Context: an optimization exercise on an open-source flow, tuned for small area and a short achievable clock period. The choices shown serve that exercise and are no tape-out recipe. In this exercise RTL edits were held to simulation tests only and were not proved equivalent to the original. Power figures rest on the tool's default switching activity, not on a simulated workload.

File: flow/run.sh
#!/bin/bash
# synth_recipe.tcl (not shown) runs the flow's synth.tcl, then flattens the netlist and writes it again
# the make line also repeats each setting of config.mk as NAME=value (left out here)
make -C /OpenROAD-flow-scripts/flow DESIGN_CONFIG=/design/flow/config.mk WORK_HOME=/design/flow/orfs CLKGATE_MAP_FILE= SYNTH_SCRIPT=/design/flow/synth_recipe.tcl finish
File: flow/config.mk
export PLATFORM = sky130hd
export DESIGN_NAME = alu_top
export DESIGN_NICKNAME = alu_top
export VERILOG_FILES = /design/flow/design.v
export SDC_FILE = /design/flow/constraint.sdc
export NUM_CORES = 4
export LEC_CHECK = 0
export CAP_MARGIN = 20
export CORE_MARGIN = 2
export CORE_UTILIZATION = 40
export SLEW_MARGIN = 20
File: flow/constraint.sdc
create_clock -name core_clock -period 27.0 [get_ports {clk}]
set_input_delay 5.4000 -clock core_clock [delete_from_list [all_inputs] [get_ports {clk}]]
set_output_delay 5.4000 -clock core_clock [all_outputs]
set_load 0.01 [all_outputs]
File: flow/design.v
module alu(
        input [16-1:0] A, B,
        input [3:0] ALU_Sel,
        output [16-1:0] ALU_Out,
        output CarryOut
    );
    reg [16-1:0] ALU_Result;
    wire [16:0] tmp;
    assign ALU_Out = ALU_Result;
    assign tmp = {1'b0,A} + {1'b0,B};
    assign CarryOut = tmp[16];
    always @*
    begin
        case(ALU_Sel)
            4'b0000: ALU_Result = A + B;
            4'b0001: ALU_Result = A - B;
            4'b0010: ALU_Result = A * B;
            4'b0011: ALU_Result = (B == 0) ? {16{1'b1}} : A/B;
            4'b0100: ALU_Result = A<<1;
            4'b0101: ALU_Result = A>>1;
            4'b0110: ALU_Result = {A[6:0],A[7]};
            4'b0111: ALU_Result = {A[0],A[7:1]};
            4'b1000: ALU_Result = A & B;
            4'b1001: ALU_Result = A | B;
            4'b1010: ALU_Result = A ^ B;
            4'b1011: ALU_Result = ~(A | B);
            4'b1100: ALU_Result = ~(A & B);
            4'b1101: ALU_Result = ~(A ^ B);
            default: ALU_Result = A + B ; 
        endcase
    end
endmodule 
module alu_top (
    input clk,
    input [16-1:0] a,
    input [16-1:0] b,
    input [3:0] sel,
    output reg [16-1:0] y,
    output reg carry
);
    reg [16-1:0] a_q, b_q;
    reg [3:0] sel_q;
    wire [16-1:0] alu_y;
    wire alu_c;
    alu u_alu (
        .A(a_q),
        .B(b_q),
        .ALU_Sel(sel_q),
        .ALU_Out(alu_y),
        .CarryOut(alu_c)
    );
    always @(posedge clk) begin
        a_q <= a;
        b_q <= b;
        sel_q <= sel;
        y <= alu_y;
        carry <= alu_c;
    end
endmodule
==> results.txt <==
[stage by stage]
| stage | std cells | setup TNS, ns | cell area (sq um) | hold slack, ns |
|---|---|---|---|---|
| 5_1_grt | 2491 | -0.138 | 16800 | 0.974 |
| 3_3_place_gp | 2456 | -0.300 | 16000 | 0.895 |
| 4_1_cts | 2464 | 0 | 16200 | 0.898 |
| 3_5_place_dp | 2456 | -1.48 | 16000 | 0.886 |
| 6_report | 2491 | 0 | 16800 | 0.904 |
| 2_1_floorplan | 1951 | 0 | 14700 | 0.609 |
[synth_stat cells, drive strengths merged, types with 33 or more instances]
master | number | area, sq um
inv | 169 | 634
nand3 | 33 | 165
ha | 237 | 2970
fa | 81 | 1620
o21ai | 124 | 621
clkbuf | 69 | 259
o21a | 35 | 263
a21o | 38 | 287
dfxtp | 53 | 1060
xnor2 | 91 | 797
xor2 | 47 | 412
a21oi | 129 | 646
nor2 | 189 | 709
nor3 | 47 | 235
nand2 | 192 | 721
[critical path, delay by kind of cell (launching register included)]
kind	cells	cell delay, ns
DFF	1	0.34
buffers and inverters	6	1.15
adders and majority gates	15	4.73
and+or+nand+nor	39	7.69
muxes	3	0.85
AOI/OAI and AO/OA	51	10.70
[repair_timing]
item                       4_1_cts  5_1_grt
buffers inserted                 0       26
setup endpoints to repair        2        2
pin swaps                        0       24
resized for setup               16       89
cloned                           0        1
[worst max path at each step]
stage | from | endpoint | slack (ns) | cells after the start
after global routing | b_q[4] | y[0] | -0.14 | 117
after detailed placement | b_q[7] | y[0] | -1.39 | 112
final | b_q[4] | y[0] | 1.34 | 114
after global placement | b_q[7] | y[0] | -0.30 | 112
after CTS | b_q[13] | y[0] | 0.05 | 111
after floorplan | b_q[0] | y[0] | 0.81 | 119
[area by class of cell]
cell class | instances | share of cell area
clock buffer | 5 | 0.00745
clock inverter | 3 | 0.00201
inverter | 173 | 0.0387
multi-input combinational | 1638 | 0.778
sequential | 53 | 0.0636
tap | 468 | 0.0349
timing repair buffer | 151 | 0.0758
[kinds of logic after synthesis]
| group | share of synthesized area |
|---|---|
| muxes | 0.0300 |
| adders and majority gates | 0.313 |
| xor gates and xnor gates | 0.0825 |
| DFF | 0.0724 |
| AOI/OAI and AO/OA | 0.241 |
| and+or+nand+nor | 0.193 |
| buffers and inverters | 0.0680 |
[cells in the final DEF, fill, tap and decap left out, drive strengths merged, types with 8 or more instances in the layout]
| cell type | count |
|---|---|
| a21o | 38 |
| o21ai | 124 |
| a31oi | 30 |
| nor2b | 22 |
| and3 | 13 |
| nor2 | 189 |
| xor2 | 47 |
| a21boi | 15 |
| xnor2 | 91 |
| nand2b | 20 |
| nor4 | 12 |
| nand3b | 11 |
| clkdlybuf4s50 | 53 |
| fa | 81 |
| nor3 | 47 |
| or2 | 18 |
| a21oi | 129 |
| o31a | 8 |
| and2 | 11 |
| mux2i | 14 |
| o22ai | 10 |
| mux2 | 26 |
| nand2 | 192 |
| o31ai | 15 |
| a22oi | 11 |
| nand3 | 33 |
| a221oi | 12 |
| dfxtp | 53 |
| ha | 237 |
| or3 | 22 |
| a211oi | 14 |
| inv | 169 |
| o211ai | 23 |
| buf | 97 |
| o21a | 35 |
[power groups by stage]
stage	clock [uW]	sequential (uW)	combinational [uW]
after floorplan	0	97.1	501
after global placement	0	94.5	694
after detailed placement	0	94.5	698
after CTS	76.9	92.9	707
after global routing	79.1	94.1	803
final	76.7	93.3	736
[flip-flops by register name, summed over array words and instances (netlist names)]
name,count
y,16
carry,1
b_q,16
a_q,16
sel_q,4
[metal layers]
layer  track usage  share of wire
met2         0.442           0.42
met5             0        0.00020
met1         0.406           0.44
met4         0.120          0.049
met3        0.0390          0.093
==> flow_metrics.tcl <==
set metrics [dict create \
    tightest_slew_ns 0.985 \
    power.density_mw_per_mm2 53.9 \
    min_path_cells 3 \
    pwr-share-seq 0.103 \
    clock_power_share 0.085 \
    crit_fanout 17 \
    setup_ws_ns 1.34 \
    ant_nets 0 \
    gp_congestion 1.02 \
    final_nets 2377 \
    power_frac_comb 0.812 \
    pin_count 54 \
    fin_crit_sh 0.950 \
    syn_to_final_growth_pct 14.6 \
    p_sw_uw 475 \
    clock_sinks 53 \
    yosysUniqueCellTypes 88 \
    slowest_delay_ns 0.50 \
    synth_cells 1951 \
    register_area_sq_mm 0.00107 \
    synth_flop_cell "dfxtp_1" \
    pre_cts_slack_ns -1.39 \
    post-route-util 0.462 \
    cts.root.buffer_cell "clkbuf_16" \
    min_path_type "reg -> reg" \
    relSlewSlack 0.337 \
    dp_hpwl_mm 42.1 \
    reg2regPathDepth 114 \
    yosysWarnings 2 \
    cp_common_cell "ha_1" \
    fill_cells 3620 \
    clock_path_buffers 2 \
    synth_area_sq_mm 0.0147 \
    synth_fp_nets 2306 \
    setup_violations 0 \
    grt_pass1_vias 14600 \
    drive_gt1_frac 0.123 \
    grt_max_degree 74 \
    cts_max_level 2 \
    r2r_slack_ns 1.34 \
    start_util 0.403 \
    r2r-end "y[0]" \
    synthArstFlopShare 0 \
    fin_crit_ns 25.66 \
    post_drt_wl_per_cell_um 22.5 \
    cp_data_required_time_ns 27.19 \
    ir_drop_mv 0.0618 \
    io_buffer_count 53 \
    fmax_mhz 39.0 \
    total_power_uw 906 \
    rows 70 \
    syn_area_per_cell_sq_um 7.51 \
    outcome "complete, no violations" \
    maxCapViolations 0 \
    crit_type "reg -> reg" \
    reg2reg_from "b_q[4]" \
    cts_hold_buf 0 \
    arrival_ns 25.85 \
    gr-total-overflow 0 \
    fp.coreArea_sq_mm 0.0363 \
    cts_tree "yes" \
    viasPerCell 6.06 \
    grt.total_usage 0.288 \
    swShare 0.524 \
    die_y_um 195 \
    cp_slowest_cell "or3b_2" \
    antenna_cells 0 \
    hold_viol 0 \
    firstDrtPassIters 8 \
    crit_path_start_kind "flip-flop" \
    die_area_sq_mm 0.0382 \
    finClkSkew_ns 0.0145 \
    drt_iter0_drc 1720 \
    vias 15100 \
    slew_violations 0 \
    crit_path_end_kind "flip-flop" \
    seq_area_frac_synth 0.0724 \
    wirelength_mm 56.2 \
    cts_buffers 5 \
    clk_latency_ns 0.32 \
    clk_pin_slew_worst_paths_ns 0.09 \
    route.detailed.drc 0 \
    ys_ff_latch 53 \
    grt_pass1_wl_mm 85.0 \
    multi_input_area_sq_mm 0.0131 \
    fp.dieW_um 195 \
    hold_path_startpoint "sel_q[3]" \
    hold_end "y[1]" \
    synth-edff-count 0 \
    p_leak_uw 0.00753 \
    antenna_found_initial 3 \
    p_int_uw 431 \
]

what the ideal ports hide:
The results above use ideal ports. As a check the final layout listed here was re-extracted and re-timed, cells and wires unchanged. Step 1 (the two cells are an assumption about what drives the block):
set clk [get_ports {clk}]
set_driving_cell -lib_cell sky130_fd_sc_hd__clkbuf_16 $clk
set_driving_cell -lib_cell sky130_fd_sc_hd__buf_2 [delete_from_list [all_inputs] $clk]
Step 2 moves the port delays by t, midway between the first and last clock arrival at a register: inputs arrive t later, outputs are due t later. That takes back most of the time a late clock gives input paths. Slacks: no drivers / after step 1 / after step 2; pairs: no drivers / after step 1.
shift t [ns]: 0.359
setup slack, ns: 1.345 / 1.345 / 1.345
hold slack, ns: 0.904 / 0.904 / 0.904
slew at the worst register clock pin (ns): 0.10 / 0.10
worst data-port slew with drivers (ns): 0.05
After both steps this run still meets setup and hold. For this run, drivers alone change the setup slack by 0.000 ns; drivers and shift together by 0.000 ns.
